This is an optimization exercise on Yosys and OpenROAD, whose aim is small area, a short achievable clock period and few clock cycles per item, not a production implementation.
RTL that was checked went through simulation tests only; none was proved equivalent to the original.
Function not checked in runs 1 and 2: the RTL went through the layout flow alone.

===== flow/run.sh =====
#!/bin/bash
# synth_recipe.tcl (not shown) runs the flow's synth.tcl, then flattens the netlist and writes it again
# the make line also repeats each setting of config.mk as NAME=value (left out here)
make -C /OpenROAD-flow-scripts/flow DESIGN_CONFIG=/design/flow/config.mk WORK_HOME=/design/flow/orfs CLKGATE_MAP_FILE= SYNTH_SCRIPT=/design/flow/synth_recipe.tcl finish

===== flow/config.mk =====
export PLATFORM = sky130hd
export DESIGN_NAME = BSW
export DESIGN_NICKNAME = BSW
export VERILOG_FILES = /design/flow/design.v
export SDC_FILE = /design/flow/constraint.sdc
export NUM_CORES = 8
export LEC_CHECK = 0
export CAP_MARGIN = 50
export CORE_MARGIN = 2
export CORE_UTILIZATION = 40
export SLEW_MARGIN = 50

===== flow/constraint.sdc =====
create_clock -name core_clock -period 24.0 [get_ports {clk}]
set_input_delay 4.8000 -clock core_clock [delete_from_list [all_inputs] [get_ports {clk}]]
set_output_delay 4.8000 -clock core_clock [all_outputs]
set_load 0.01 [all_outputs]

===== flow/design.v =====
module BSW (
    clk, rst, start,
    i_Q, i_R,
    o_Q_al,
    o_R_al,
    detail_info,
    done
);
    input clk, rst;
    input  [2:0] i_Q, i_R;
    input  start;
    output [2:0] o_Q_al, o_R_al;
    output [8:0] detail_info;
    output done;
    localparam [1:0] C_STOP = 2'd0, C_I = 2'd1, C_D = 2'd2, C_G = 2'd3;
    function ge8;
        input [7:0] a, b;
        reg [7:0] g, e;
        reg [3:0] g1, e1;
        reg [1:0] g2, e2;
        integer t;
        begin
            g = a & ~b;
            e = ~(a ^ b);
            for (t = 0; t < 4; t = t + 1) begin
                g1[t] = g[2*t+1] | (e[2*t+1] & g[2*t]);
                e1[t] = e[2*t+1] & e[2*t];
            end
            for (t = 0; t < 2; t = t + 1) begin
                g2[t] = g1[2*t+1] | (e1[2*t+1] & g1[2*t]);
                e2[t] = e1[2*t+1] & e1[2*t];
            end
            ge8 = g2[1] | (e2[1] & (g2[0] | e2[0]));
        end
    endfunction
    function [3:0] pe_core;
        input [2:0] a, b;
        input noA, noB, mt;
        reg aGEb, selM;
        reg [2:0] mx;
        reg [1:0] u;
        begin
            if (noA)      aGEb = 1'b0;
            else if (noB) aGEb = 1'b1;
            else          aGEb = (a >= b);
            mx   = aGEb ? a : b;
            selM = mt ? mx[2] : (mx != 3'd0);
            u    = selM ? (mx[2] ? 2'd3 : mx[1:0] - 2'd1) : (mt ? 2'd3 : 2'd0);
            pe_core = {aGEb, selM, u};
        end
    endfunction
    reg       run;           
    reg [7:0] cyc;           
    always @(posedge clk or posedge rst) begin
        if (rst) begin
            run <= 1'b0;
            cyc <= 8'd0;
        end else if (!run) begin
            if (start) run <= 1'b1;
            cyc <= 8'd0;
        end else if (cyc != 8'hff) begin
            cyc <= cyc + 8'd1;
        end
    end
    wire in_phase = !run || (cyc < 8'd63);
    wire sc_phase = run && (cyc >= 8'd3) && (cyc <= 8'd66);
    reg [2:0] m_lo;          
    reg [2:0] m_hi;          
    always @(posedge clk) begin
        m_lo <= {m_lo[1:0], sc_phase};
        m_hi <= {m_hi[1:0], m_hi[0] || (run && cyc == 8'd63)};
        if (!sc_phase) m_hi <= 3'd0;
    end
    wire m_ge1 = m_lo[0], m_ge2 = m_lo[1], m_ge3 = m_lo[2];
    wire m_le60 = !m_hi[0], m_le61 = !m_hi[1], m_le62 = !m_hi[2];
    wire [5:0] ve, vo;
    assign ve[0] = sc_phase && m_ge2 && m_le61;
    assign ve[1] = sc_phase && m_ge1 && m_le62;
    assign ve[2] = sc_phase;
    assign ve[3] = sc_phase && m_ge1 && m_le62;
    assign ve[4] = sc_phase && m_ge2 && m_le61;
    assign ve[5] = sc_phase && m_ge3 && m_le60;
    assign vo[0] = sc_phase && m_ge2 && m_le60;
    assign vo[1] = sc_phase && m_ge1 && m_le61;
    assign vo[2] = sc_phase && m_le62;
    assign vo[3] = sc_phase && m_le62;
    assign vo[4] = sc_phase && m_ge1 && m_le61;
    assign vo[5] = sc_phase && m_ge2 && m_le60;
    reg [127:0] qv, rv;
    always @(posedge clk) begin
        qv <= {qv[125:0], in_phase ? i_Q[1:0] : qv[127:126]};
        rv <= {rv[125:0], in_phase ? i_R[1:0] : rv[127:126]};
    end
    reg  [47:0] hpe, hpo;     
    wire [47:0] he, ho;
    wire [11:0] ce_w, co_w;
    genvar p;
    generate
        for (p = 0; p < 6; p = p + 1) begin : g_pe
            wire mte = (qv[2*(5-p) +: 2] == rv[2*(1+p) +: 2]);
            wire mto = (qv[2*(5-p) +: 2] == rv[2*p +: 2]);
            wire [7:0] Ce = hpe[8*p +: 8];
            wire [2:0] Be;
            if (p == 5) begin : g_b5
                assign Be = 3'd0;
            end else begin : g_bn
                assign Be = hpo[8*(p+1) +: 3];
            end
            wire [2:0] ae = hpo[8*p +: 3] - Ce[2:0] + 3'd1;
            wire [2:0] be = Be - Ce[2:0] + 3'd1;
            wire [3:0] re = pe_core(ae, be, 1'b0, p == 5, mte);
            wire [1:0] ue = re[1:0];
            wire ce0 = (Ce == 8'd0);
            wire ce1 = (Ce == 8'd1);
            wire hze = (ce0 && !ue[1]) || ((ce0 || ce1) && ue == 2'd0);
            wire [7:0] Cem1 = Ce - 8'd1;
            wire [7:0] Cep1 = Ce + 8'd1;
            wire [7:0] Cep2 = Ce + 8'd2;
            assign he[8*p +: 8] = (hze || !ve[p]) ? 8'd0 :
                                  (ue == 2'd0) ? Cem1 : (ue == 2'd1) ? Ce :
                                  (ue == 2'd2) ? Cep1 : Cep2;
            assign ce_w[2*p +: 2] = hze ? C_STOP : re[2] ? (re[3] ? C_I : C_D)
                                                          : (ce0 ? C_STOP : C_G);
            wire [7:0] Co = hpo[8*p +: 8];
            wire [2:0] Ao;
            if (p == 0) begin : g_a0
                assign Ao = 3'd0;
            end else begin : g_an
                assign Ao = he[8*(p-1) +: 3];
            end
            wire [2:0] ao = Ao - Co[2:0] + 3'd1;
            wire [2:0] bo = he[8*p +: 3] - Co[2:0] + 3'd1;
            wire [3:0] ro = pe_core(ao, bo, p == 0, 1'b0, mto);
            wire [1:0] uo = ro[1:0];
            wire co0 = (Co == 8'd0);
            wire co1 = (Co == 8'd1);
            wire hzo = (co0 && !uo[1]) || ((co0 || co1) && uo == 2'd0);
            wire [7:0] Com1 = Co - 8'd1;
            wire [7:0] Cop1 = Co + 8'd1;
            wire [7:0] Cop2 = Co + 8'd2;
            assign ho[8*p +: 8] = (hzo || !vo[p]) ? 8'd0 :
                                  (uo == 2'd0) ? Com1 : (uo == 2'd1) ? Co :
                                  (uo == 2'd2) ? Cop1 : Cop2;
            assign co_w[2*p +: 2] = hzo ? C_STOP : ro[2] ? (ro[3] ? C_I : C_D)
                                                          : (co0 ? C_STOP : C_G);
        end
    endgenerate
    always @(posedge clk) begin
        hpe <= he;
        hpo <= ho;
    end
    reg  [383:0] bank0, bank1, bank2, bank3;
    wire [23:0]  new_word = {co_w, ce_w};
    always @(posedge clk) begin
        bank0 <= {bank3[359:0], sc_phase ? new_word : bank3[383:360]};
        bank1 <= bank0;
        bank2 <= bank1;
        bank3 <= bank2;
    end
    reg [95:0] mh;
    reg [47:0] mi;
    reg [7:0] s1_h;
    reg [3:0] s1_i;          
    reg [7:0] best_h;
    reg [5:0] best_w;
    reg       best_par;
    reg [2:0] best_p;
    integer k;
    always @(*) begin
        for (k = 0; k < 6; k = k + 1) begin
            mh[8*k +: 8]     = hpe[8*k +: 8]; mi[4*k +: 4]     = {1'b0, k[2:0]};
            mh[8*(k+6) +: 8] = hpo[8*k +: 8]; mi[4*(k+6) +: 4] = {1'b1, k[2:0]};
        end
        for (k = 0; k < 6; k = k + 1) begin
            if (ge8(mh[8*(2*k) +: 8], mh[8*(2*k+1) +: 8])) begin
                mh[8*k +: 8] = mh[8*(2*k) +: 8];   mi[4*k +: 4] = mi[4*(2*k) +: 4];
            end else begin
                mh[8*k +: 8] = mh[8*(2*k+1) +: 8]; mi[4*k +: 4] = mi[4*(2*k+1) +: 4];
            end
        end
        for (k = 0; k < 3; k = k + 1) begin
            if (ge8(mh[8*(2*k) +: 8], mh[8*(2*k+1) +: 8])) begin
                mh[8*k +: 8] = mh[8*(2*k) +: 8];   mi[4*k +: 4] = mi[4*(2*k) +: 4];
            end else begin
                mh[8*k +: 8] = mh[8*(2*k+1) +: 8]; mi[4*k +: 4] = mi[4*(2*k+1) +: 4];
            end
        end
        if (!ge8(mh[7:0], mh[15:8])) begin
            mh[7:0] = mh[15:8]; mi[3:0] = mi[7:4];
        end
        if (!ge8(mh[7:0], mh[23:16])) begin
            mh[7:0] = mh[23:16]; mi[3:0] = mi[11:8];
        end
    end
    wire s2_phase = run && (cyc >= 8'd5) && (cyc <= 8'd68);
    always @(posedge clk) begin
        s1_h <= mh[7:0];
        s1_i <= mi[3:0];
        if (!run) begin
            best_h   <= 8'd0;
            best_w   <= 6'd0;
            best_par <= 1'b0;
            best_p   <= 3'd2;          
        end else if (s2_phase && !ge8(best_h, s1_h)) begin
            best_h   <= s1_h;
            best_w   <= cyc[5:0] - 6'd5;
            best_par <= s1_i[3];
            best_p   <= s1_i[2:0];
        end
    end
    reg        tb_act;
    reg [3:0]  tb_b;
    reg [5:0]  cin_e, cin_o;            
    reg [15:0] rs;                      
    reg [1:0]  rot;                     
    wire       tb_first = run && (cyc == 8'd69);
    wire       tb_go    = tb_first || tb_act;
    wire [3:0] blk      = tb_first ? best_w[5:2] : tb_b;
    wire [3:0] nb       = ~best_w[5:2];
    wire [15:0] rs_now  = tb_first ? {nb, nb, nb + 4'd1, nb + 4'd1} : rs;
    wire [1:0]  rot_now = tb_first ? 2'd2 : rot;
    function [23:0] mux16x24;
        input [383:0] v;
        input [3:0] s;
        reg [383:0] t;
        integer a, l;
        begin
            t = v;
            for (l = 0; l < 4; l = l + 1)
                for (a = 0; a < (8 >> l); a = a + 1)
                    t[24*a +: 24] = s[l] ? t[24*(2*a+1) +: 24] : t[24*(2*a) +: 24];
            mux16x24 = t[23:0];
        end
    endfunction
    wire [95:0] bank_out = {mux16x24(bank3, rs_now[15:12]), mux16x24(bank2, rs_now[11:8]),
                            mux16x24(bank1, rs_now[7:4]),   mux16x24(bank0, rs_now[3:0])};
    wire [95:0] wd;                       
    genvar j;
    generate
        for (j = 0; j < 4; j = j + 1) begin : g_rot
            wire [1:0] jj = j;
            wire [1:0] bj = rot_now + 2'd3 - jj;
            assign wd[24*j +: 24] = bank_out[24*bj +: 24];
        end
    endgenerate
    always @(posedge clk) begin
        for (k = 0; k < 4; k = k + 1)
            rs[4*k +: 4] <= rs_now[4*k +: 4] + ((rot_now == k) ? 4'd2 : 4'd1);
        rot <= rot_now + 2'd1;
    end
    reg  [5:0]  oE, oO;
    reg  [5:0]  cE, cO;
    reg  [15:0] blk_path;                
    reg  [47:0] stop_hit;                
    reg  [23:0] w;
    integer kk, q;
    always @(*) begin
        cE = tb_first ? 6'd0 : cin_e;
        cO = tb_first ? 6'd0 : cin_o;
        blk_path = 16'd0;
        stop_hit = 48'd0;
        oE = 6'd0; oO = 6'd0;
        for (kk = 3; kk >= 0; kk = kk - 1) begin
            w = wd[24*kk +: 24];
            for (q = 0; q < 6; q = q + 1)
                oO[q] = cO[q] | (tb_first && best_w[1:0] == kk && best_par && best_p == q);
            for (q = 0; q < 6; q = q + 1) begin
                oE[q] = cE[q] | (tb_first && best_w[1:0] == kk && !best_par && best_p == q)
                      | (oO[q] && w[12 + 2*q +: 2] == C_D);
                if (q < 5)
                    oE[q] = oE[q] | (oO[q + 1] && w[12 + 2*(q+1) +: 2] == C_I);
            end
            for (q = 0; q < 6; q = q + 1) begin
                cE[q] = oE[q] && w[2*q +: 2] == C_G;
                cO[q] = (oO[q] && w[12 + 2*q +: 2] == C_G)
                      | (oE[q] && w[2*q +: 2] == C_I);
                if (q > 0)
                    cO[q] = cO[q] | (oE[q - 1] && w[2*(q-1) +: 2] == C_D);
            end
            for (q = 0; q < 6; q = q + 1) begin
                if (oE[q])
                    blk_path[4*kk +: 2] = blk_path[4*kk +: 2]
                        | {w[2*q +: 2] != C_D, w[2*q +: 2] != C_I};
                if (oO[q])
                    blk_path[4*kk + 2 +: 2] = blk_path[4*kk + 2 +: 2]
                        | {w[12 + 2*q +: 2] != C_D, w[12 + 2*q +: 2] != C_I};
                stop_hit[12*kk + q]     = oE[q] && w[2*q +: 2] == C_STOP;
                stop_hit[12*kk + 6 + q] = oO[q] && w[12 + 2*q +: 2] == C_STOP;
            end
        end
    end
    wire found = |stop_hit;
    reg [1:0] f_k;
    reg       f_par;
    reg [2:0] f_p;
    always @(*) begin
        f_k = 2'd0; f_par = 1'b0; f_p = 3'd0;
        for (k = 0; k < 48; k = k + 1) begin
            if (k / 12 == 1 || k / 12 == 3) f_k[0] = f_k[0] | stop_hit[k];
            if (k / 12 >= 2)                f_k[1] = f_k[1] | stop_hit[k];
            if ((k % 12) >= 6)              f_par  = f_par  | stop_hit[k];
            if ((k % 6) & 1)                f_p[0] = f_p[0] | stop_hit[k];
            if ((k % 6) & 2)                f_p[1] = f_p[1] | stop_hit[k];
            if ((k % 6) & 4)                f_p[2] = f_p[2] | stop_hit[k];
        end
    end
    always @(posedge clk or posedge rst) begin
        if (rst) begin
            tb_act <= 1'b0;
            tb_b   <= 4'd0;
        end else begin
            if (!run) tb_act <= 1'b0;
            else if (tb_go) tb_act <= !found;
            if (tb_go) tb_b <= blk - 4'd1;
        end
    end
    always @(posedge clk) begin
        cin_e <= cE;
        cin_o <= cO;
    end
    reg [255:0] pr;
    reg [3:0]   poff;
    always @(posedge clk) begin
        pr   <= {pr[239:0], tb_go ? blk_path : pr[255:240]};
        poff <= tb_first ? nb + 4'd1 : poff + 4'd1;
    end
    reg        st0;              
    reg [3:0]  s_b;
    reg [1:0]  s_k;
    reg        s_par;
    reg [2:0]  s_p;
    reg        sa_act;           
    reg [6:0]  sa_d;             
    reg [5:0]  sa_pw;            
    reg [5:0]  sa_qp, sa_rp;     
    reg        sb_end;
    reg        sb_q, sb_r;
    reg [2:0]  dcnt;
    reg        done_r;
    reg [2:0]  oq, orr;
    reg [8:0]  det;
    wire [5:0] s_w  = {s_b, s_k};
    wire [6:0] s_i  = {1'b0, s_w} + s_p - 7'd2;
    wire [6:0] s_j  = {1'b0, s_w} + 7'd2 - s_p + s_par;
    wire [6:0] s_d  = {s_w, s_par};
    wire [6:0] e_i  = {1'b0, best_w} + best_p - 7'd2;
    wire [6:0] e_j  = {1'b0, best_w} + 7'd2 - best_p + best_par;
    wire [6:0] e_d  = {best_w, best_par};
    wire [6:0] cd   = st0 ? s_d : sa_d;
    wire [5:0] cpw  = st0 ? {s_b + poff, s_k} : sa_pw;
    wire [5:0] ev_w = cpw + 6'd1;                
    wire [5:0] od_w = cpw + {5'd0, cd[0]};       
    function [1:0] mux64x2;
        input [127:0] v;
        input [5:0] s;
        reg [127:0] t;
        integer a, l;
        begin
            t = v;
            for (l = 0; l < 6; l = l + 1)
                for (a = 0; a < (32 >> l); a = a + 1)
                    t[2*a +: 2] = s[l] ? t[2*(2*a+1) +: 2] : t[2*(2*a) +: 2];
            mux64x2 = t[1:0];
        end
    endfunction
    reg [127:0] pr_ev, pr_od;
    always @(*) begin
        for (k = 0; k < 64; k = k + 1) begin
            pr_ev[2*k +: 2] = pr[4*k +: 2];
            pr_od[2*k +: 2] = pr[4*k + 2 +: 2];
        end
    end
    wire [1:0] ev_e = mux64x2(pr_ev, ev_w);
    wire [1:0] od_e = mux64x2(pr_od, od_w);
    wire [1:0] e1 = cd[0] ? ev_e : od_e;
    wire [1:0] e2 = cd[0] ? od_e : ev_e;
    wire       use1 = (e1 != 2'b00);
    wire [1:0] nc = use1 ? e1 : e2;
    wire       last = (cd == e_d);
    wire [5:0] cqp = st0 ? cyc[5:0] - s_i[5:0] : sa_qp;
    wire [5:0] crp = st0 ? cyc[5:0] - s_j[5:0] : sa_rp;
    always @(posedge clk or posedge rst) begin
        if (rst) begin
            st0    <= 1'b0;
            sa_act <= 1'b0;
            sb_end <= 1'b0;
            done_r <= 1'b0;
            dcnt   <= 3'd0;
        end else if (!run) begin
            st0    <= 1'b0;
            sa_act <= 1'b0;
            sb_end <= 1'b0;
            done_r <= 1'b0;
            dcnt   <= 3'd0;
        end else begin
            st0 <= tb_go && found;
            if (st0 || sa_act) begin
                sa_act <= !last;
                sb_end <= last;
            end
            if (st0) done_r <= 1'b1;
            if ((st0 || done_r) && dcnt != 3'd7) dcnt <= dcnt + 3'd1;
        end
    end
    always @(posedge clk) begin
        if (tb_go && found) begin
            s_b   <= blk;
            s_k   <= f_k;
            s_par <= f_par;
            s_p   <= f_p;
        end
        if (st0 || sa_act) begin
            sb_q  <= nc[1];
            sb_r  <= nc[0];
            sa_d  <= use1 ? cd + 7'd1 : cd + 7'd2;
            sa_pw <= (use1 && !cd[0]) ? cpw + 6'd4 : cpw + 6'd5;
            sa_qp <= cqp + {5'd0, !nc[1]};
            sa_rp <= crp + {5'd0, !nc[0]};
        end
    end
    wire       o_q = st0 | sb_q;
    wire       o_r = st0 | sb_r;
    wire [1:0] qb  = mux64x2(qv, cqp);
    wire [1:0] rb  = mux64x2(rv, crp);
    always @(posedge clk) begin
        if (sb_end && !st0) begin
            oq  <= 3'd0;
            orr <= 3'd0;
        end else begin
            oq  <= o_q ? ((qb == 2'd0) ? 3'd4 : {1'b0, qb}) : 3'd5;
            orr <= o_r ? ((rb == 2'd0) ? 3'd4 : {1'b0, rb}) : 3'd5;
        end
        case (dcnt)
            3'd0: det <= {2'b0, s_i};
            3'd1: det <= {2'b0, s_j};
            3'd2: det <= {2'b0, e_i};
            3'd3: det <= {2'b0, e_j};
            3'd4: det <= {1'b0, best_h};
            default: det <= 9'd0;
        endcase
    end
    assign o_Q_al      = oq;
    assign o_R_al      = orr;
    assign detail_info = det;
    assign done        = done_r;
endmodule

==> results of run 1 <==
## cell usage in the layout, fill, tap and decap left out, types with 96 or more instances in the layout
cell type / n
a211oi_1: 218
a21o_1: 104
a21oi_1: 895
a311oi_1: 98
a31oi_1: 115
and3_1: 105
buf_4: 226
clkbuf_16: 233
dfxtp_1: 2217
ha_1: 359
inv_1: 338
mux2i_1: 364
mux4_2: 137
nand2_1: 844
nand2b_1: 229
nand3_1: 521
nand4_1: 128
nor2_1: 490
nor2b_1: 96
nor3_1: 152
o21ai_0: 504
xnor2_1: 189
## worst paths after layout
| check | from | end | slack [ns] | depth (start not counted) |
|---|---|---|---|---|
| setup / recovery | cyc[1]$_DFFE_PP0P_ | s_p[1]$_DFFE_PP_ | 13.65 | 23 |
| hold / removal | bank3[152]$_DFF_P_ | bank0[176]$_DFF_P_ | 0.28 | 0 |
| setup reg to reg | cyc[1]$_DFFE_PP0P_ | s_p[1]$_DFFE_PP_ | 13.65 | 23 |
| hold reg to reg | bank3[152]$_DFF_P_ | bank0[176]$_DFF_P_ | 0.28 | 0 |
| max in group asynchronous | rst | tb_b[0]$_DFFE_PP0N_ | 19.27 | 3 |
| min in group asynchronous | rst | run$_DFF_PP0_ | 4.28 | 3 |
## stage by stage
| step | hold slack [ns] | cells | util, % |
|---|---|---|---|
| final | 0.277 | 13680 | 45.5 |
| after global routing | 0.276 | 13666 | 45.5 |
| after floorplan | 0.323 | 10387 | - |
| after detailed placement | 0.329 | 13224 | 42.0 |
| after CTS | 0.269 | 13655 | 45.4 |
| after global placement | 0.327 | 13202 | 41.7 |
## logic make-up (layout without fill, tap and decap cells)
logic type | Yosys count | in the layout
xor+xnor | 255 | 255
simple gates | 2946 | 2946
flops | 2286 | 2286
other cells | 1 | 16
buf+inv | 1034 | 1092
mux | 581 | 581
fa+ha+maj | 373 | 373
compound gates | 2911 | 2911
## layout make-up
cell class                 instances  area (um2)  share of cell area, %
multi-input combinational       7067       49200                   44.0
sequential                      2286       46300                   41.4
clock buffer                     334        6730                   6.02
tap                             3220        4030                   3.60
timing repair buffer             301        2650                   2.37
clock inverter                    97        1540                   1.37
inverter                         360        1370                   1.23
antenna                           15        37.5                 0.0336
## registers in the layout, indices dropped and copies added, names as in the netlist, 16 cells and up
| register | count |
|---|---|
| bank0 | 384 |
| bank1 | 384 |
| bank2 | 384 |
| bank3 | 384 |
| hpe | 48 |
| hpo | 48 |
| pr | 256 |
| qv | 128 |
| rs | 16 |
| rv | 128 |
## layer usage
metal  vias up  wire length, um  track usage, %
met5         -              173          0.0193
met4        24            38000            24.4
met3      1530            49300            9.88
met2      5416           173000            47.1
met1     42076           160000            39.9
li1      37718                -               -
==> run summary, run 1 <==
- Run status: timing/DRC/antenna clean
- Area of the core region: 0.246 mm2
- Multiplexer fraction of the synthesized cell area: 7.71%
- Final count of hold timing violations: 0
- Global routing usage summed across all routing layers: 32.3%
- IO Port Bufs: 21
- Number of warnings issued by yosys: 1
- Post-DR wirelength/cell: 30.7 um
- Die height: 501 um
- First-pass iteration count of the detailed router: 9
- Post-route setup TNS: 0 ns
- Area Growth Syn to Fin: 13.3%
- Clock tree root driver cell: clkbuf_16
- Clock tree sinks: 2286
- DRC violation total after the first TritonRoute iteration: 11.5k
- Placed inst area: 0.103 mm2
- Total number of placement rows: 182
- Register area share after synthesis: 46.8%
- DRC Markers: 0
- Largest family of logic cells by synthesized area: compound AO/OA/AOI/OAI gates
- Total die area: 0.251 mm2
- Distinct cells, synth: 117
- Number of antenna violations at the first check in global routing: 25
- Worst Clk Skew: 0.116 ns
- Final critical-path required period: 10.35 ns
- Remaining number of nets flagged by the antenna check after routing: 0
- Most common library cells after synthesis: dfxtp_1, a21oi_1, nand2_1
- Count of buffering cells on the critical path with inverters included: 5
- Xor and xnor fraction of the mapped netlist area: 2.26%
- Final WS setup: 13.65 ns
- Final slew viol count: 0
- Cell type contributing the most total cell area after synthesis: dfxtp_1
- Proportion of synthesized flip-flops having asynchronous set or reset: 0.919%
- Overall routed net length: 421000 um
- Maximum number of buffers from clock root to sink: 3
- Global-route wire length before repair: 594000 um
- Post-synthesis adder-cell area fraction: 4.81%
- Setup Buffers After CTS: 0
- Slew of the pin with the lowest slew margin: 0.872 ns
- Capturing element type of the critical path: register
- Number of gates given a new drive strength after cts: 0
- Horiz. Die Dim: 501 um
- I/O pin total: 25
- Synthesized instance count: 10.4k
- Stage delay of the slowest cell on the critical path: 0.72 ns
- Final nets: 10.6k
- Post-place setup slack: 14.01 ns
- Post-Syn Area per Cell: 9.50 um2
- Count of fill cells added during filler insertion: 23.0k
- Arrival time worst endpoint: 10.85 ns
- Synthesized flop and latch total: 2286
- Layout cell share with drive strength beyond 1: 11.1%
- Count of endpoints failing setup in the final report: 0
- Hold buffer count at cts: 0
- Final weighted congestion in routability-driven placement: 1.02
- Top FF cell, synth: dfxtp_1
- Number of global-route vias before repair: 82.7k
- Via density per instance: 6.34
- Maximum clock frequency: 96.7 MHz
- Final period util: 43.1%
- Slowest cell on crit path: o41a_1
- Clock slew at reported path FFs: 0.07 ns
- Cell Area, Synth: 0.0987 mm2
- Path type of the worst min-delay path: reg2reg
- Most numerous cell in the Yosys netlist: dfxtp_1
- Area fraction of the dominant cell type after synthesis: 45.2%
- Cell family with the largest share of critical-path delay: simple AND/OR/NAND/NOR gates
- Type of the setup path with the least slack: reg2reg
- Effective utilization at floorplan: 40.2%
- Post-Synth Simple-Gate Area: 14.7%
- Number of maximum-capacitance constraint violations: 0
- Residual overflow from global routing: 0
- Via count: 86.8k
- Compound-cell area share of the yosys netlist: 19.2%
- Kind of launch point of the worst setup path: register
- Maximum number of pins on one net before global-route repair: 140
- Req. time, crit path: 24.51 ns
- Clock latency on the worst-skew pair: 0.95 ns
- Detailed placer's ending HPWL: 291000 um
- Number of enable-type register cells in the synthesized netlist: 37
- H-tree depth: 4
- CTS tree: yes
- Net count of the mapped netlist: 10.8k
- Post-route cell area: 0.112 mm2
- Cell types with the largest area share after synthesis: dfxtp_1, a21oi_1, ha_1
- Max Fanout on Critical Path: 96
- Normalized max-slew margin: 41.4%
- Setup repair after global routing missed its margin: false
- Inserted Clock Buffers: 230
- Crit-path cells: inv_1 -> ha_1 -> and4b_4 -> nand2_8 -> buf_6 -> buf_4 -> buf_12 -> buf_16 -> o21ai_2 -> mux2i_1 -> o221ai_1 -> or3_1 -> mux2i_1 -> a211oi_2 -> and2_1 -> a211oi_1 -> o221a_2 -> o32ai_1 -> or4_1 -> or3_1 -> nor4_1 -> o2111ai_1 -> o41a_1
==> inputs of run 2 (changes only) <==
--- a/flow/design.v
+++ b/flow/design.v
@@ -16,36 +16,58 @@
     function ge8;
         input [7:0] a, b;
-        reg [7:0] g, e;
-        reg [3:0] g1, e1;
-        reg [1:0] g2, e2;
+        reg [7:0] g, l;
+        reg [3:0] g1, l1;
+        reg [1:0] g2, l2;
         integer t;
         begin
             g = a & ~b;
-            e = ~(a ^ b);
+            l = ~a & b;
             for (t = 0; t < 4; t = t + 1) begin
-                g1[t] = g[2*t+1] | (e[2*t+1] & g[2*t]);
-                e1[t] = e[2*t+1] & e[2*t];
+                g1[t] = g[2*t+1] | (~l[2*t+1] & g[2*t]);
+                l1[t] = l[2*t+1] | (~g[2*t+1] & l[2*t]);
             end
             for (t = 0; t < 2; t = t + 1) begin
-                g2[t] = g1[2*t+1] | (e1[2*t+1] & g1[2*t]);
-                e2[t] = e1[2*t+1] & e1[2*t];
+                g2[t] = g1[2*t+1] | (~l1[2*t+1] & g1[2*t]);
+                l2[t] = l1[2*t+1] | (~g1[2*t+1] & l1[2*t]);
             end
-            ge8 = g2[1] | (e2[1] & (g2[0] | e2[0]));
+            ge8 = ~(l2[1] | (~g2[1] & l2[0]));
         end
     endfunction
-    function [3:0] pe_core;
-        input [2:0] a, b;
-        input noA, noB, mt;
-        reg aGEb, selM;
-        reg [2:0] mx;
-        reg [1:0] u;
+    function [11:0] pe_cell;
+        input [3:0] ta, tb;
+        input noA, noB, mt, c0, c1;
+        reg aGEb, selM, sat, hz;
+        reg [3:0] tmx;
+        reg [2:0] tu, tv;
+        reg [1:0] v, code;
+        reg [3:0] tdl, tdu;
+        reg [4:0] xv;         
         begin
-            if (noA)      aGEb = 1'b0;
-            else if (noB) aGEb = 1'b1;
-            else          aGEb = (a >= b);
-            mx   = aGEb ? a : b;
-            selM = mt ? mx[2] : (mx != 3'd0);
-            u    = selM ? (mx[2] ? 2'd3 : mx[1:0] - 2'd1) : (mt ? 2'd3 : 2'd0);
-            pe_core = {aGEb, selM, u};
+            if (noA) begin
+                aGEb = 1'b0; tmx = tb;
+            end else if (noB) begin
+                aGEb = 1'b1; tmx = ta;
+            end else begin
+                aGEb = &(ta | ~tb); tmx = ta | tb;
+            end
+            selM = mt ? tmx[3] : tmx[0];
+            tu   = selM ? tmx[3:1] : (mt ? 3'b111 : 3'b000);
+            sat  = c0 & ~tu[0];
+            tv   = {tu[2:1], tu[0] | sat};
+            v    = {tv[1], tv[2] | (tv[0] & ~tv[1])};
+            hz   = (c0 & ~tu[1]) | (c1 & ~tu[0]);
+            if (hz)        code = C_STOP;
+            else if (selM) code = aGEb ? C_I : C_D;
+            else           code = c0 ? C_STOP : C_G;
+            xv   = {1'b0, tv, 1'b1};
+            tdl[0] = (~tb[0] | xv[1]) & (~tb[1] | xv[2]) & (~tb[2] | xv[3]) & ~tb[3];
+            tdl[1] = xv[1] & (~tb[0] | xv[2]) & (~tb[1] | xv[3]) & ~tb[2];
+            tdl[2] = xv[2] & (~tb[0] | xv[3]) & ~tb[1];
+            tdl[3] = xv[3] & ~tb[0];
+            tdu[0] = (~ta[0] | xv[1]) & (~ta[1] | xv[2]) & (~ta[2] | xv[3]) & ~ta[3];
+            tdu[1] = xv[1] & (~ta[0] | xv[2]) & (~ta[1] | xv[3]) & ~ta[2];
+            tdu[2] = xv[2] & (~ta[0] | xv[3]) & ~ta[1];
+            tdu[3] = xv[3] & ~ta[0];
+            pe_cell = {code, v, tdl, tdu};
         end
     endfunction
@@ -93,5 +115,7 @@
     end
     reg  [47:0] hpe, hpo;     
+    reg  [23:0] dlo, duo;     
     wire [47:0] he, ho;
+    wire [23:0] dle, due, dlo_n, duo_n;
     wire [11:0] ce_w, co_w;
     genvar p;
@@ -100,48 +124,42 @@
             wire mte = (qv[2*(5-p) +: 2] == rv[2*(1+p) +: 2]);
             wire mto = (qv[2*(5-p) +: 2] == rv[2*p +: 2]);
-            wire [7:0] Ce = hpe[8*p +: 8];
-            wire [2:0] Be;
+            wire [7:0] Ce  = hpe[8*p +: 8];
+            wire       ce0 = (Ce == 8'd0);
+            wire       ce1 = (Ce == 8'd1);
+            wire [3:0] tae = dlo[4*p +: 4];
+            wire [3:0] tbe;
             if (p == 5) begin : g_b5
-                assign Be = 3'd0;
+                assign tbe = 4'b0001;
             end else begin : g_bn
-                assign Be = hpo[8*(p+1) +: 3];
+                assign tbe = duo[4*(p+1) +: 4];
             end
-            wire [2:0] ae = hpo[8*p +: 3] - Ce[2:0] + 3'd1;
-            wire [2:0] be = Be - Ce[2:0] + 3'd1;
-            wire [3:0] re = pe_core(ae, be, 1'b0, p == 5, mte);
-            wire [1:0] ue = re[1:0];
-            wire ce0 = (Ce == 8'd0);
-            wire ce1 = (Ce == 8'd1);
-            wire hze = (ce0 && !ue[1]) || ((ce0 || ce1) && ue == 2'd0);
-            wire [7:0] Cem1 = Ce - 8'd1;
-            wire [7:0] Cep1 = Ce + 8'd1;
-            wire [7:0] Cep2 = Ce + 8'd2;
-            assign he[8*p +: 8] = (hze || !ve[p]) ? 8'd0 :
-                                  (ue == 2'd0) ? Cem1 : (ue == 2'd1) ? Ce :
-                                  (ue == 2'd2) ? Cep1 : Cep2;
-            assign ce_w[2*p +: 2] = hze ? C_STOP : re[2] ? (re[3] ? C_I : C_D)
-                                                          : (ce0 ? C_STOP : C_G);
-            wire [7:0] Co = hpo[8*p +: 8];
-            wire [2:0] Ao;
+            wire [11:0] re = pe_cell(tae, tbe, 1'b0, p == 5, mte, ce0, ce1);
+            wire [7:0]  He = Ce + {6'd0, re[9:8]} - 8'd1;
+            assign he[8*p +: 8]   = ve[p] ? He : 8'd0;
+            assign ce_w[2*p +: 2] = re[11:10];
+            assign dle[4*p +: 4]  = ve[p] ? re[7:4] : 4'b0001;
+            assign due[4*p +: 4]  = ve[p] ? re[3:0] : 4'b0001;
+            wire [7:0] Co  = hpo[8*p +: 8];
+            wire       co0 = (Co == 8'd0);
+            wire       co1 = (Co == 8'd1);
+            wire [3:0] tao;
             if (p == 0) begin : g_a0
-                assign Ao = 3'd0;
+                assign tao = 4'b0001;
             end else begin : g_an
-                assign Ao = he[8*(p-1) +: 3];
+                assign tao = dle[4*(p-1) +: 4];
             end
-            wire [2:0] ao = Ao - Co[2:0] + 3'd1;
-            wire [2:0] bo = he[8*p +: 3] - Co[2:0] + 3'd1;
-            wire [3:0] ro = pe_core(ao, bo, p == 0, 1'b0, mto);
-            wire [1:0] uo = ro[1:0];
-            wire co0 = (Co == 8'd0);
-            wire co1 = (Co == 8'd1);
-            wire hzo = (co0 && !uo[1]) || ((co0 || co1) && uo == 2'd0);
-            wire [7:0] Com1 = Co - 8'd1;
-            wire [7:0] Cop1 = Co + 8'd1;
-            wire [7:0] Cop2 = Co + 8'd2;
-            assign ho[8*p +: 8] = (hzo || !vo[p]) ? 8'd0 :
-                                  (uo == 2'd0) ? Com1 : (uo == 2'd1) ? Co :
-                                  (uo == 2'd2) ? Cop1 : Cop2;
-            assign co_w[2*p +: 2] = hzo ? C_STOP : ro[2] ? (ro[3] ? C_I : C_D)
-                                                          : (co0 ? C_STOP : C_G);
+            wire [11:0] ro = pe_cell(tao, due[4*p +: 4], p == 0, 1'b0, mto, co0, co1);
+            wire [1:0] vo_ = ro[9:8];
+            wire [2:0] lo  = {1'b0, Co[1:0]} + {1'b0, vo_} + 3'd7;    
+            wire [5:0] hi  = Co[7:2];
+            wire [5:0] hip = hi + 6'd1;
+            wire [5:0] him = hi - 6'd1;
+            wire       cyp = (Co[1:0] + vo_ >= 3'd5) ? 1'b1 : 1'b0;
+            wire       cym = (Co[1:0] == 2'd0) && (vo_ == 2'd0);
+            wire [7:0] Ho  = {cyp ? hip : cym ? him : hi, lo[1:0]};
+            assign ho[8*p +: 8]    = vo[p] ? Ho : 8'd0;
+            assign co_w[2*p +: 2]  = ro[11:10];
+            assign dlo_n[4*p +: 4] = vo[p] ? ro[7:4] : 4'b0001;
+            assign duo_n[4*p +: 4] = vo[p] ? ro[3:0] : 4'b0001;
         end
     endgenerate
@@ -149,4 +167,6 @@
         hpe <= he;
         hpo <= ho;
+        dlo <= dlo_n;
+        duo <= duo_n;
     end
     reg  [383:0] bank0, bank1, bank2, bank3;
@@ -160,10 +180,10 @@
     reg [95:0] mh;
     reg [47:0] mi;
-    reg [7:0] s1_h;
-    reg [3:0] s1_i;          
-    reg [7:0] best_h;
-    reg [5:0] best_w;
-    reg       best_par;
-    reg [2:0] best_p;
+    reg [23:0] s1_h;
+    reg [11:0] s1_i;         
+    reg [7:0]  best_h;
+    reg [5:0]  best_w;
+    reg        best_par;
+    reg [2:0]  best_p;
     integer k;
     always @(*) begin
@@ -186,15 +206,18 @@
             end
         end
-        if (!ge8(mh[7:0], mh[15:8])) begin
-            mh[7:0] = mh[15:8]; mi[3:0] = mi[7:4];
-        end
-        if (!ge8(mh[7:0], mh[23:16])) begin
-            mh[7:0] = mh[23:16]; mi[3:0] = mi[11:8];
-        end
     end
+    wire [7:0] g0 = s1_h[7:0], g1 = s1_h[15:8], g2 = s1_h[23:16];
+    wire c01 = ge8(g0, g1), c02 = ge8(g0, g2), c12 = ge8(g1, g2);
+    wire b0  = !ge8(best_h, g0), b1 = !ge8(best_h, g1), b2 = !ge8(best_h, g2);
+    wire t0  = b0 && c01 && c02;
+    wire t1  = b1 && !c01 && c12;
+    wire t2  = b2 && !c02 && !c12;
     wire s2_phase = run && (cyc >= 8'd5) && (cyc <= 8'd68);
+    wire       upd     = s2_phase && (t0 || t1 || t2);
+    wire [5:0] w_now   = cyc[5:0] - 6'd5;
+    wire [5:0] best_wn = upd ? w_now : best_w;      
     always @(posedge clk) begin
-        s1_h <= mh[7:0];
-        s1_i <= mi[3:0];
+        s1_h <= mh[23:0];
+        s1_i <= mi[11:0];
         if (!run) begin
             best_h   <= 8'd0;
@@ -202,11 +225,16 @@
             best_par <= 1'b0;
             best_p   <= 3'd2;          
-        end else if (s2_phase && !ge8(best_h, s1_h)) begin
-            best_h   <= s1_h;
-            best_w   <= cyc[5:0] - 6'd5;
-            best_par <= s1_i[3];
-            best_p   <= s1_i[2:0];
+        end else if (upd) begin
+            best_w <= w_now;
+            if (t0) begin
+                best_h <= g0; best_par <= s1_i[3];  best_p <= s1_i[2:0];
+            end else if (t1) begin
+                best_h <= g1; best_par <= s1_i[7];  best_p <= s1_i[6:4];
+            end else begin
+                best_h <= g2; best_par <= s1_i[11]; best_p <= s1_i[10:8];
+            end
         end
     end
+    reg        tbf;                     
     reg        tb_act;
     reg [3:0]  tb_b;
@@ -214,10 +242,7 @@
     reg [15:0] rs;                      
     reg [1:0]  rot;                     
-    wire       tb_first = run && (cyc == 8'd69);
-    wire       tb_go    = tb_first || tb_act;
-    wire [3:0] blk      = tb_first ? best_w[5:2] : tb_b;
-    wire [3:0] nb       = ~best_w[5:2];
-    wire [15:0] rs_now  = tb_first ? {nb, nb, nb + 4'd1, nb + 4'd1} : rs;
-    wire [1:0]  rot_now = tb_first ? 2'd2 : rot;
+    wire       tb_go    = tbf || tb_act;
+    wire [3:0] blk      = tb_b;
+    wire [3:0] nbn      = ~best_wn[5:2];
     function [23:0] mux16x24;
         input [383:0] v;
@@ -233,6 +258,6 @@
         end
     endfunction
-    wire [95:0] bank_out = {mux16x24(bank3, rs_now[15:12]), mux16x24(bank2, rs_now[11:8]),
-                            mux16x24(bank1, rs_now[7:4]),   mux16x24(bank0, rs_now[3:0])};
+    wire [95:0] bank_out = {mux16x24(bank3, rs[15:12]), mux16x24(bank2, rs[11:8]),
+                            mux16x24(bank1, rs[7:4]),   mux16x24(bank0, rs[3:0])};
     wire [95:0] wd;                       
     genvar j;
@@ -240,12 +265,29 @@
         for (j = 0; j < 4; j = j + 1) begin : g_rot
             wire [1:0] jj = j;
-            wire [1:0] bj = rot_now + 2'd3 - jj;
+            wire [1:0] bj = rot + 2'd3 - jj;
             assign wd[24*j +: 24] = bank_out[24*bj +: 24];
         end
     endgenerate
+    always @(posedge clk or posedge rst) begin
+        if (rst) begin
+            tbf    <= 1'b0;
+            tb_act <= 1'b0;
+        end else begin
+            tbf <= run && (cyc == 8'd68);
+            if (!run) tb_act <= 1'b0;
+            else if (tb_go) tb_act <= !found;
+        end
+    end
     always @(posedge clk) begin
-        for (k = 0; k < 4; k = k + 1)
-            rs[4*k +: 4] <= rs_now[4*k +: 4] + ((rot_now == k) ? 4'd2 : 4'd1);
-        rot <= rot_now + 2'd1;
+        if (cyc == 8'd68) begin
+            rs   <= {nbn, nbn, nbn + 4'd1, nbn + 4'd1};
+            rot  <= 2'd2;
+            tb_b <= best_wn[5:2];
+        end else begin
+            for (k = 0; k < 4; k = k + 1)
+                rs[4*k +: 4] <= rs[4*k +: 4] + ((rot == k) ? 4'd2 : 4'd1);
+            rot  <= rot + 2'd1;
+            tb_b <= tb_b - 4'd1;
+        end
     end
     reg  [5:0]  oE, oO;
@@ -256,6 +298,6 @@
     integer kk, q;
     always @(*) begin
-        cE = tb_first ? 6'd0 : cin_e;
-        cO = tb_first ? 6'd0 : cin_o;
+        cE = tbf ? 6'd0 : cin_e;
+        cO = tbf ? 6'd0 : cin_o;
         blk_path = 16'd0;
         stop_hit = 48'd0;
@@ -264,7 +306,7 @@
             w = wd[24*kk +: 24];
             for (q = 0; q < 6; q = q + 1)
-                oO[q] = cO[q] | (tb_first && best_w[1:0] == kk && best_par && best_p == q);
+                oO[q] = cO[q] | (tbf && best_w[1:0] == kk && best_par && best_p == q);
             for (q = 0; q < 6; q = q + 1) begin
-                oE[q] = cE[q] | (tb_first && best_w[1:0] == kk && !best_par && best_p == q)
+                oE[q] = cE[q] | (tbf && best_w[1:0] == kk && !best_par && best_p == q)
                       | (oO[q] && w[12 + 2*q +: 2] == C_D);
                 if (q < 5)
@@ -305,14 +347,4 @@
         end
     end
-    always @(posedge clk or posedge rst) begin
-        if (rst) begin
-            tb_act <= 1'b0;
-            tb_b   <= 4'd0;
-        end else begin
-            if (!run) tb_act <= 1'b0;
-            else if (tb_go) tb_act <= !found;
-            if (tb_go) tb_b <= blk - 4'd1;
-        end
-    end
     always @(posedge clk) begin
         cin_e <= cE;
@@ -323,5 +355,5 @@
     always @(posedge clk) begin
         pr   <= {pr[239:0], tb_go ? blk_path : pr[255:240]};
-        poff <= tb_first ? nb + 4'd1 : poff + 4'd1;
+        poff <= (cyc == 8'd68) ? ~best_wn[5:2] : poff + 4'd1;
     end
     reg        st0;              
==> run 2 against run 1 <==
- via count is 29% lower
- synthesized area is 11% lower
- hold slack better by 0.032 ns
- non-clock buffer count is 123 lower
- clock skew is 0.029 ns lower
- die area is 10% lower
- wire length is 34% lower
- fmax is 26% higher
- sequential share of layout area is 5.9 points higher
- setup slack better by 2.2 ns
==> run summary, run 2 <==
- Run status: timing/DRC/antenna clean
- First-pass iteration count of the detailed router: 8 (-1)
- Die height: 474 um (-5.4%)
- Maximum number of buffers from clock root to sink: 3 (unchanged)
- Setup repair after global routing missed its margin: false
- Final slew viol count: 0 (unchanged)
- Effective utilization at floorplan: 40.2% (+0.057 points)
- Post-Syn Area per Cell: 11.5 um2 (+21%)
- Type of the setup path with the least slack: reg2reg
- Global-route wire length before repair: 408000 um (-31%)
- Most used cells in the layout excluding fill and tap cells: dfxtp_1, nand2_1, nor2_1, mux4_2
- Total die area: 0.225 mm2 (-10%)
- DRC violation total after the first TritonRoute iteration: 6160 (-47%)
- Register Area: 0.0476 mm2 (+2.8%)
- Final weighted congestion in routability-driven placement: 1.03 (+0.61%)
- H-tree depth: 4 (unchanged)
- Cell types with the largest area share after synthesis: dfxtp_1, mux4_2, mux2i_1
- Normalized max-slew margin: 45.6% (+4.2 points)
- Arrival time worst endpoint: 8.75 ns (-2.10 ns)
- Crit path launch: rs[4]$_DFF_P_
- Launch instance of the worst min-delay path: bank2[246]$_DFF_P_
- Clock latency on the worst-skew pair: 0.91 ns (-0.04 ns)
- Residual overflow from global routing: 0 (unchanged)
- Post-DR wirelength/cell: 25.8 um (-16%)
- Net count of the mapped netlist: 7922 (-26%)
- Most frequent standard cell in the layout excluding fill and tap cells: dfxtp_1
- Most numerous cell in the Yosys netlist: dfxtp_1
- Number of global-route vias before repair: 60.5k (-27%)
- Number of enable-type register cells in the synthesized netlist: 37 (unchanged)
- Clock tree sinks: 2351 (+2.8%)
- Final count of hold timing violations: 0 (unchanged)
- Register area share after synthesis: 53.8% (+7.0 points)
- Count of fill cells added during filler insertion: 19.9k (-14%)
- Max Fanout on Critical Path: 39 (-59%)
- Inserted Clock Buffers: 226 (-1.7%)
- Setup Buffers After CTS: 0 (unchanged)
- Overall routed net length: 279000 um (-34%)
- Via density per instance: 5.68 (-10%)
- I/O pin total: 25 (unchanged)
- Final period util: 34.1% (-9.0 points)
- Post-route setup TNS: 0 ns (unchanged)
- Synthesized flop and latch total: 2351 (+2.8%)
- CTS tree: yes
- Final hold slack: 0.309 ns (+0.0322 ns)
- Via count: 61.6k (-29%)
- Kind of launch point of the worst setup path: register
- Remaining number of nets flagged by the antenna check after routing: 0 (unchanged)
- Number of antenna violations at the first check in global routing: 16 (-36%)
- Hold buffer count at cts: 0 (unchanged)
- Clock tree root driver cell: clkbuf_16
- Maximum number of pins on one net before global-route repair: 75 (-46%)
- Count of endpoints failing setup in the final report: 0 (unchanged)
- Distinct cells, synth: 116 (-0.85%)
- Path type of the worst min-delay path: reg2reg
- Total number of placement rows: 172 (-5.5%)
- Horiz. Die Dim: 474 um (-5.4%)
- Cell type contributing the most total cell area after synthesis: dfxtp_1
- Synthesized instance count: 7696 (-26%)
- Area of the core region: 0.220 mm2 (-11%)
- Area Growth Syn to Fin: 14.0%
- Slew of the pin with the lowest slew margin: 0.804 ns (-0.0678 ns)
- Worst Clk Skew: 0.0868 ns (-0.0294 ns)
- Maximum clock frequency: 122 MHz (+26%)
- Detailed placer's ending HPWL: 204000 um (-30%)
- Worst flop-to-flop path startpoint: rs[4]$_DFF_P_
- Cell Area, Synth: 0.0883 mm2 (-11%)
- Number of maximum-capacitance constraint violations: 0 (unchanged)
- Layout cell share with drive strength beyond 1: 15.8% (+4.7 points)
- Global routing usage summed across all routing layers: 24.4% (-7.9 points)
- Final critical-path required period: 8.18 ns (-2.16 ns)
- IO Port Bufs: 21 (unchanged)
- Most common library cells after synthesis: dfxtp_1, nand2_1, nor2_1
- Top FF cell, synth: dfxtp_1
- Number of gates given a new drive strength after cts: 0 (unchanged)
- Capturing element type of the critical path: register
- Area fraction of the dominant cell type after synthesis: 52.0% (+6.9 points)
- Final nets: 7989 (-25%)
- Clock slew at reported path FFs: 0.07 ns (about the same)
- Proportion of synthesized flip-flops having asynchronous set or reset: 0.766% (-0.15 points)
- Req. time, crit path: 24.57 ns (+0.06 ns)
- Multi-input gate area: 0.0383 mm2 (-22%)
- Number of warnings issued by yosys: 1 (unchanged)
- DRC Markers: 0 (unchanged)
## run 2: final timing paths
| check | to | slack, ns | cells past startpoint |
|---|---|---|---|
| worst max-delay path | s_b[3]$_DFFE_PP_ | 15.82 | 20 |
| worst min-delay path | bank3[246]$_DFF_P_ | 0.31 | 0 |
| worst max register to register | s_b[3]$_DFFE_PP_ | 15.82 | 20 |
| worst min register to register | bank3[246]$_DFF_P_ | 0.31 | 0 |
| max in group asynchronous | st0$_DFF_PP0_ | 19.34 | 2 |
| min in group asynchronous | run$_DFF_PP0_ | 4.27 | 2 |
## run 2: routing by layer
layer	vias up	GRT usage, %	part of all wire, %
met5	-	0	0.016
met4	6	9.29	3.9
met3	451	4.76	7.7
met2	2351	36.8	43
met1	30708	34.6	45
li1	28072	-	-
## run 2: kinds of logic (layout without fill, tap and decap cells)
logic type,after synthesis,count (layout),share of synthesized area (%)
other,1,9,0.00425
AO/OA/AOI/OAI,1359,1359,10.9
buffers and inverters,684,944,3.52
multiplexers,858,858,15.4
XOR/XNOR,182,182,1.81
flip-flops,2351,2351,53.8
adder cells (fa/ha/maj),272,272,3.94
AND/OR/NAND/NOR,1989,1989,10.6
## run 2: worst max-delay path, stage by stage (launching register included)
cell and delay [ns]:
dfxtp_4 0.58, buf_12 0.24, buf_6 0.49, buf_6 0.51, mux4_2 0.61, mux2i_1 0.20, mux2i_1 0.16, a222oi_1 0.40
dlymetal6s2s_1 0.25, clkbuf_1 0.18, nand3b_1 0.13, nand3_1 0.15, a31oi_1 0.45, o21ai_2 0.24, a221o_1 0.48, a221o_1 0.47
a222oi_1 0.45, o31ai_2 0.28, a211oi_2 0.63, o2111ai_1 0.28, o31a_1 0.53
## run 2: area by class of cell
type / instances / area share [%]
sequential: 2351 / 47.3
multi-input combinational: 4661 / 38.0
clock buffer: 315 / 6.54
tap: 2871 / 3.57
clock inverter: 106 / 1.76
timing repair buffer: 178 / 1.53
inverter: 345 / 1.29
antenna: 8 / 0.0199
## run 2: metrics by stage
stage               worst slack, ns  utilization, %  cell area, um2  std cells
CTS                           15.86            45.8          100000      10818
global placement              15.13            41.7           91500      10378
detailed placement            15.90            42.0           92100      10397
global route                  15.44            45.9          101000      10828
finish                        15.82            45.9          101000      10835
floorplan                     16.09               -           88300       7696
==> inputs of run 3 (changes only) <==
--- a/flow/design.v
+++ b/flow/design.v
@@ -85,6 +85,18 @@
         end
     end
-    wire in_phase = !run || (cyc < 8'd63);
-    wire sc_phase = run && (cyc >= 8'd3) && (cyc <= 8'd66);
+    reg in_phase, sc_phase;
+    always @(posedge clk or posedge rst) begin
+        if (rst) begin
+            in_phase <= 1'b1;
+            sc_phase <= 1'b0;
+        end else if (!run) begin
+            in_phase <= 1'b1;
+            sc_phase <= 1'b0;
+        end else begin
+            if (cyc == 8'd62) in_phase <= 1'b0;
+            if (cyc == 8'd2)  sc_phase <= 1'b1;
+            if (cyc == 8'd66) sc_phase <= 1'b0;
+        end
+    end
     reg [2:0] m_lo;          
     reg [2:0] m_hi;          
@@ -151,11 +163,11 @@
             wire [11:0] ro = pe_cell(tao, due[4*p +: 4], p == 0, 1'b0, mto, co0, co1);
             wire [1:0] vo_ = ro[9:8];
-            wire [2:0] lo  = {1'b0, Co[1:0]} + {1'b0, vo_} + 3'd7;    
+            wire [1:0] lo  = {~(Co[1] ^ vo_[1] ^ (Co[0] | vo_[0])), ~(Co[0] ^ vo_[0])};
             wire [5:0] hi  = Co[7:2];
             wire [5:0] hip = hi + 6'd1;
             wire [5:0] him = hi - 6'd1;
-            wire       cyp = (Co[1:0] + vo_ >= 3'd5) ? 1'b1 : 1'b0;
-            wire       cym = (Co[1:0] == 2'd0) && (vo_ == 2'd0);
-            wire [7:0] Ho  = {cyp ? hip : cym ? him : hi, lo[1:0]};
+            wire       cyp = Co[1] & vo_[1] & (Co[0] | vo_[0]);
+            wire       cym = ~(Co[1] | Co[0] | vo_[1] | vo_[0]);
+            wire [7:0] Ho  = {cyp ? hip : cym ? him : hi, lo};
             assign ho[8*p +: 8]    = vo[p] ? Ho : 8'd0;
             assign co_w[2*p +: 2]  = ro[11:10];
--- a/flow/config.mk
+++ b/flow/config.mk
@@ -6,6 +6,7 @@
 export NUM_CORES = 8
 export LEC_CHECK = 0
+export ABC_AREA = 1
 export CAP_MARGIN = 50
 export CORE_MARGIN = 2
-export CORE_UTILIZATION = 40
+export CORE_UTILIZATION = 60
 export SLEW_MARGIN = 50
==> run 3 against run 2 <==
- still clean
- fmax increased by 22%
- non-clock buffer count decreased by 41
- sequential share of layout area increased by 1.6 points
- wire length increased by 0.15%
- flip-flop and latch count increased by 2
==> run summary, run 3 <==
- Final period util: 27.9% (-6.2 points)
- Hold buffer count at cts: 0 (unchanged)
- Slowest cell on crit path: buf_4
- Die height: 387 um (-18%)
- Overall routed net length: 280000 um (+0.15%)
- Path type of the worst min-delay path: reg2reg
- Req. time, crit path: 24.54 ns (-0.03 ns)
- Detailed placer's ending HPWL: 181000 um (-11%)
- H-tree depth: 4 (unchanged)
- Number of antenna violations at the first check in global routing: 7 (-9)
- Count of buffering cells on the critical path with inverters included: 6 (+1)
- Layout cell share with drive strength beyond 1: 7.04% (-8.8 points)
- Post-Syn Area per Cell: 8.36 um2 (-27%)
- Number of gates given a new drive strength after cts: 0 (unchanged)
- Clock tree sinks: 2353 (+0.085%)
- Count of endpoints failing setup in the final report: 0 (unchanged)
- Proportion of synthesized flip-flops having asynchronous set or reset: 0.850% (+0.084 points)
- Crit-path most repeated cell: nand2_1
- Worst Clk Skew: 0.0753 ns (-0.0115 ns)
- Area Growth Syn to Fin: 10.5%
- Number of enable-type register cells in the synthesized netlist: 37 (unchanged)
- Register area share after synthesis: 53.9% (+0.11 points)
- DRC Markers: 0 (unchanged)
- Residual overflow from global routing: 0 (unchanged)
- Clock latency on the worst-skew pair: 0.86 ns (-0.05 ns)
- Final critical-path required period: 6.70 ns (-1.48 ns)
- Distinct cells, synth: 79 (-32%)
- Net count of the mapped netlist: 10.8k (+36%)
- Final nets: 10.6k (+33%)
- Final count of hold timing violations: 0 (unchanged)
- Total number of placement rows: 140 (-19%)
- Stage delay of the slowest cell on the critical path: 0.72 ns (+0.09 ns)
- Inserted Clock Buffers: 222 (-1.8%)
- Area fraction of the dominant cell type after synthesis: 52.1% (about the same)
- DRC violation total after the first TritonRoute iteration: 6946 (+13%)
- Cell Area, Synth: 0.0882 mm2 (about the same)
- Setup Buffers After CTS: 0 (unchanged)
- Final weighted congestion in routability-driven placement: 1.02 (-0.62%)
- Most numerous cell in the Yosys netlist: dfxtp_1
- Kind of launch point of the worst setup path: register
- Via density per instance: 5.85 (+2.9%)
- Post-DR wirelength/cell: 22.3 um (-13%)
- Cell types with the largest area share after synthesis: dfxtp_1, nand2_1, nor2_1
- Number of warnings issued by yosys: 1 (unchanged)
- IO Port Bufs: 21 (unchanged)
- Effective utilization at floorplan: 60.5% (+20 points)
- Via count: 73.3k (+19%)
- I/O pin total: 25 (unchanged)
- Number of global-route vias before repair: 69.7k (+15%)
- Most common library cells after synthesis: dfxtp_1, nand2_1, nor2_1
- Total die area: 0.150 mm2 (-33%)
- Most used cells in the layout excluding fill and tap cells: dfxtp_1, nand2_1, nor2_1, inv_1, o21ai_0
- Area of the core region: 0.146 mm2 (-34%)
- Number of maximum-capacitance constraint violations: 0 (unchanged)
- Most frequent standard cell in the layout excluding fill and tap cells: dfxtp_1
- Synthesized flop and latch total: 2353 (+0.085%)
- Slew of the pin with the lowest slew margin: 0.871 ns (+0.0675 ns)
- Final slew viol count: 0 (unchanged)
- Post-route setup TNS: 0 ns (unchanged)
- Maximum number of pins on one net before global-route repair: 121 (+61%)
- Type of the setup path with the least slack: reg2reg
- Horiz. Die Dim: 387 um (-18%)
- Synthesized instance count: 10.6k (+37%)
- Top FF cell, synth: dfxtp_1
- Run status: timing/DRC/antenna clean
- Capturing element type of the critical path: register
- Remaining number of nets flagged by the antenna check after routing: 0 (unchanged)
- Count of fill cells added during filler insertion: 12.1k (-39%)
- Clock tree root driver cell: clkbuf_16
- Arrival time worst endpoint: 7.24 ns (-1.51 ns)
- Global-route wire length before repair: 419000 um (+2.6%)
- Global routing usage summed across all routing layers: 36.2% (+12 points)
- Normalized max-slew margin: 41.9% (-3.7 points)
- Cell type contributing the most total cell area after synthesis: dfxtp_1
- Clock slew at reported path FFs: 0.06 ns (about the same)
- Maximum number of buffers from clock root to sink: 3 (unchanged)
- Maximum clock frequency: 149 MHz (+22%)
- CTS tree: yes
- First-pass iteration count of the detailed router: 6 (-2)
- Max Fanout on Critical Path: 54 (+38%)
- Cell family with the largest share of critical-path delay: simple AND/OR/NAND/NOR gates
- Diode count: 0 (-8)
- Setup repair after global routing missed its margin: false
run 3: cell count changes in the layout (fill, tap and decap cells not counted), moves of 90 or more:
cell      before   now
o21ai_0      161   933
mux2i_1      329     0
inv_1        329   946
o211ai_1      35   269
o22ai_1       80   171
o21ai_1       18   126
nand3_1      192   901
nor2b_1       90     0
xnor2_1      128    35
nand2_1      659  1795
mux2_2       131    19
nor2_1       493  1358
mux4_2       349     0
run 3: worst register-to-register path: cells and delay by family (launching register included):
family | cells | cell delay, ns
buffers and inverters | 6 | 2.60
DFF | 1 | 0.38
and+or+nand+nor | 27 | 3.43
run 3: path summary, 6_finish.rpt:
check / start / cells after the start / to / slack, ns
hold reg to reg: bank3[91]$_DFF_P_ / 0 / bank0[115]$_DFF_P_ / 0.29
hold / removal: bank3[91]$_DFF_P_ / 0 / bank0[115]$_DFF_P_ / 0.29
max in group asynchronous: rst / 2 / sc_phase$_DFFE_PP0P_ / 19.32
setup reg to reg: rs[12]$_DFF_P_ / 33 / s_b[2]$_DFFE_PP_ / 17.30
min in group asynchronous: rst / 2 / run$_DFF_PP0_ / 4.30
setup / recovery: rs[12]$_DFF_P_ / 33 / s_b[2]$_DFFE_PP_ / 17.30
run 3: final cells by class:
| type | instances | area (um2) | area share [%] |
|---|---|---|---|
| Sequential cell | 2353 | 47600 | 48.9 |
| Multi-Input combinational cell | 6721 | 34500 | 35.4 |
| Clock buffer | 322 | 6580 | 6.76 |
| Inverter | 991 | 3760 | 3.86 |
| Tap cell | 1917 | 2400 | 2.46 |
| Clock inverter | 93 | 1280 | 1.32 |
| Timing Repair Buffer | 137 | 1270 | 1.31 |
run 3: kinds of logic after synthesis:
kind of cell	after synthesis	synth area share (%)
compound gates	2081	13.9
simple gates	4318	20.6
flops	2353	53.9
fa+ha+maj	205	3.10
buf+inv	1483	7.22
xor+xnor	97	0.993
mux	19	0.243
other cells	1	0.00425
run 3: per-layer routing:
layer  vias to the layer above  wire [um]  GRT usage [%]
met5                         -         23              0
met4                         4      14900           17.4
met3                       677      24400           6.25
met2                      3114     126000           58.0
met1                     34844     115000           47.7
li1                      34682          -              -
run 3: per-stage QoR:
step	std cells	hold WS (ns)	cell area (um2)	setup slack [ns]	utilization (%)
after CTS	12531	0.280	97400	17.04	66.8
after global routing	12534	0.292	97500	17.04	66.9
after global placement	12105	0.327	89100	16.89	61.2
final	12534	0.287	97500	17.30	66.9
after floorplan	10557	0.323	88200	18.82	-
after detailed placement	12116	0.330	89500	17.10	61.4
Testbench counts of run 3, summed over its fixed seeds: cycles 49,099, items 320.
==> inputs of run 4 (changes only) <==
--- a/flow/config.mk
+++ b/flow/config.mk
@@ -9,4 +9,5 @@
 export CAP_MARGIN = 50
 export CORE_MARGIN = 2
-export CORE_UTILIZATION = 60
+export CORE_UTILIZATION = 40
+export CTS_BUF_LIST = sky130_fd_sc_hd__clkbuf_8
 export SLEW_MARGIN = 50
==> run 4 against run 3 <==
- synthesized cell count did not move
- hold slack about the same
- sequential share of layout area down 0.69 points
- via count increased by 1.0%
- die area grew 49%
- utilization decreased by 22 points
- clock-buffer cell count is 180 higher
- highest routed layer is now met4
- flip-flop and latch count is the same
- global-route usage down 10 points
- still clean
==> run summary, run 4 <==
- Run status: timing/DRC/antenna clean
- Clock tree sinks: 2353 (unchanged)
- Path type of the worst min-delay path: reg2reg
- First-pass iteration count of the detailed router: 6 (unchanged)
- Cell family with the largest share of critical-path delay: buffers and inverters
- Inserted Clock Buffers: 394 (+77%)
- Number of maximum-capacitance constraint violations: 0 (unchanged)
- Area fraction of the dominant cell type after synthesis: 52.1% (unchanged)
- Count of endpoints failing setup in the final report: 0 (unchanged)
- Most used cells in the layout excluding fill and tap cells: dfxtp_1, nand2_1, nor2_1, inv_1, o21ai_0
- Max Fanout on Critical Path: 2 (-96%)
- Residual overflow from global routing: 0 (unchanged)
- Type of the setup path with the least slack: reg2out
- Capturing element type of the critical path: primary output
- Final critical-path required period: 6.93 ns (+0.231 ns)
- Final nets: 10.8k (+1.7%)
- Synthesized flop and latch total: 2353 (unchanged)
- Arrival time worst endpoint: 2.13 ns (-5.11 ns)
- Number of warnings issued by yosys: 1 (unchanged)
- Area of the core region: 0.220 mm2 (+51%)
- Req. time, crit path: 19.20 ns (-5.34 ns)
- Number of antenna violations at the first check in global routing: 9 (+2)
- Distinct cells, synth: 79 (unchanged)
- Final period util: 28.9% (+0.96 points)
- Die height: 474 um (+22%)
- Global routing usage summed across all routing layers: 25.8% (-10 points)
- Cell types with the largest area share after synthesis: dfxtp_1, nand2_1, nor2_1
- Via density per instance: 5.38 (-8.0%)
- Kind of launch point of the worst setup path: register
- Horiz. Die Dim: 474 um (+22%)
- Total die area: 0.224 mm2 (+49%)
- CTS tree: yes
- Post-Syn Area per Cell: 8.36 um2 (unchanged)
- Number of enable-type register cells in the synthesized netlist: 37 (unchanged)
- Overall routed net length: 297000 um (+6.1%)
- Normalized max-slew margin: 45.5% (+3.5 points)
- Register area share after synthesis: 53.9% (unchanged)
- Post-DR wirelength/cell: 21.6 um (-3.4%)
- Met3 track demand over resource in global routing: 4.80% (-1.5 points)
- Effective utilization at floorplan: 40.2% (-20 points)
- Final slew viol count: 0 (unchanged)
- Via count: 74.1k (+1.0%)
- Stage delay of the slowest cell on the critical path: 0.62 ns (-0.10 ns)
- Area Growth Syn to Fin: 12.0%
- Final count of hold timing violations: 0 (unchanged)
- I/O pin total: 25 (unchanged)
- DRC Markers: 0 (unchanged)
- Maximum number of pins on one net before global-route repair: 75 (-38%)
- Met1 layer usage reported by global route: 33.9% (-14 points)
- Most numerous cell in the Yosys netlist: dfxtp_1
- IO Port Bufs: 21 (unchanged)
- Global-route wire length before repair: 443000 um (+5.9%)
- Total number of placement rows: 172 (+23%)
- Number of gates given a new drive strength after cts: 0 (unchanged)
- Proportion of synthesized flip-flops having asynchronous set or reset: 0.850% (unchanged)
- Global-route met2 utilization: 41.3% (-17 points)
- DRC violation total after the first TritonRoute iteration: 6955 (+0.13%)
- Slowest cell on crit path: clkdlybuf4s50_1
- Hold buffer count at cts: 0 (unchanged)
- Clock latency on the worst-skew pair: 1.11 ns (+0.25 ns)
- Remaining number of nets flagged by the antenna check after routing: 0 (unchanged)
- Layout cell share with drive strength beyond 1: 8.66% (+1.6 points)
- Maximum number of buffers from clock root to sink: 4 (+1)
- Most common library cells after synthesis: dfxtp_1, nand2_1, nor2_1
- Slew of the pin with the lowest slew margin: 0.818 ns (-0.0532 ns)
## run 4: changes by cell type in the layout (fill, tap and decap cells not counted), sizes merged, moves of 10 or more
cell      previous run  this run
clkinv              68        39
buf                116       129
bufinv              21        10
clkinvlp             3        13
clkbuf             322       502
inv                992      1104
## run 4: cell families after synthesis
| group | after synthesis | share of synthesized area (%) |
|---|---|---|
| flip-flops | 2353 | 53.9 |
| other | 1 | 0.00425 |
| AND/OR/NAND/NOR | 4318 | 20.6 |
| XOR/XNOR | 97 | 0.993 |
| multiplexers | 19 | 0.243 |
| AO/OA/AOI/OAI | 2081 | 13.9 |
| buffers and inverters | 1483 | 7.22 |
| adder cells (fa/ha/maj) | 205 | 3.10 |
## run 4: through the flow
step | cells | util, % | setup slack (ns) | cell area, um2 | hold WS (ns)
after detailed placement | 13085 | 41.4 | 17.59 | 90900 | 0.330
after global placement | 13073 | 41.2 | 17.32 | 90400 | 0.327
after floorplan | 10557 | - | 18.82 | 88200 | 0.323
after global routing | 13766 | 45.0 | 16.99 | 98800 | 0.281
after CTS | 13762 | 45.0 | 16.97 | 98800 | 0.272
final | 13769 | 45.0 | 17.07 | 98900 | 0.286
## run 4: layout make-up
type	count	area, um2
well taps	2871	3590
multi-input cells	6721	34500
fillers	21465	121000
clock buffers	502	6910
inverters	991	3770
flip-flops and latches	2353	47600
clock inverters	175	1040
repair buffers	150	1360
diodes	6	15.0
## run 4: layer usage
| metal | up-vias | share of wire (%) |
|---|---|---|
| met5 | - | 0 |
| met2 | 2950 | 45 |
| met1 | 35335 | 43 |
| met4 | 0 | 4.3 |
| li1 | 35136 | - |
| met3 | 655 | 8.0 |
## run 4: final timing paths
| check | from | end | slack (ns) | depth (start not counted) |
|---|---|---|---|---|
| min in group asynchronous | rst | run$_DFF_PP0_ | 4.09 | 3 |
| hold / removal | bank3[95]$_DFF_P_ | bank0[119]$_DFF_P_ | 0.29 | 0 |
| hold reg to reg | bank3[95]$_DFF_P_ | bank0[119]$_DFF_P_ | 0.29 | 0 |
| max in group asynchronous | rst | in_phase$_DFFE_PP1P_ | 19.50 | 3 |
| setup / recovery | done_r$_DFFE_PP0P_ | done | 17.07 | 1 |
| setup reg to reg | rs[8]$_DFF_P_ | s_b[3]$_DFFE_PP_ | 17.40 | 29 |

[what the ideal ports hide]
The flow's constraints put no driver on any port. The routed layouts listed below were extracted and timed again, unchanged, in two steps.
Step 1: set_driving_cell puts a clkbuf_16 on clk and a buf_2 on each other input, an assumption about the parent block.
Step 2 times the ports against the registers' clock, not the clock port: input delays grow and output delays shrink by t, the midpoint of the rising clock arrivals with the driver on.
Slacks: ideal / step 1 / step 2; pairs: ideal / step 1.
| run | t, ns | setup WS [ns] | hold WS [ns] | worst slew at a driven data input, ns |
|---|---|---|---|---|
| run 1 | 0.990 | 13.654 / 13.654 / 13.654 | 0.277 / 0.277 / 0.277 | 0.05 |
| run 2 | 0.966 | 15.818 / 15.818 / 15.818 | 0.309 / 0.309 / 0.309 | 0.06 |
| run 3 | 0.916 | 17.299 / 17.213 / 17.299 | 0.287 / 0.287 / 0.287 | 0.06 |
| run 4 | 1.152 | 17.068 / 16.982 / 17.400 | 0.286 / 0.286 / 0.286 | 0.04 |
After both steps every run listed still meets setup and hold.
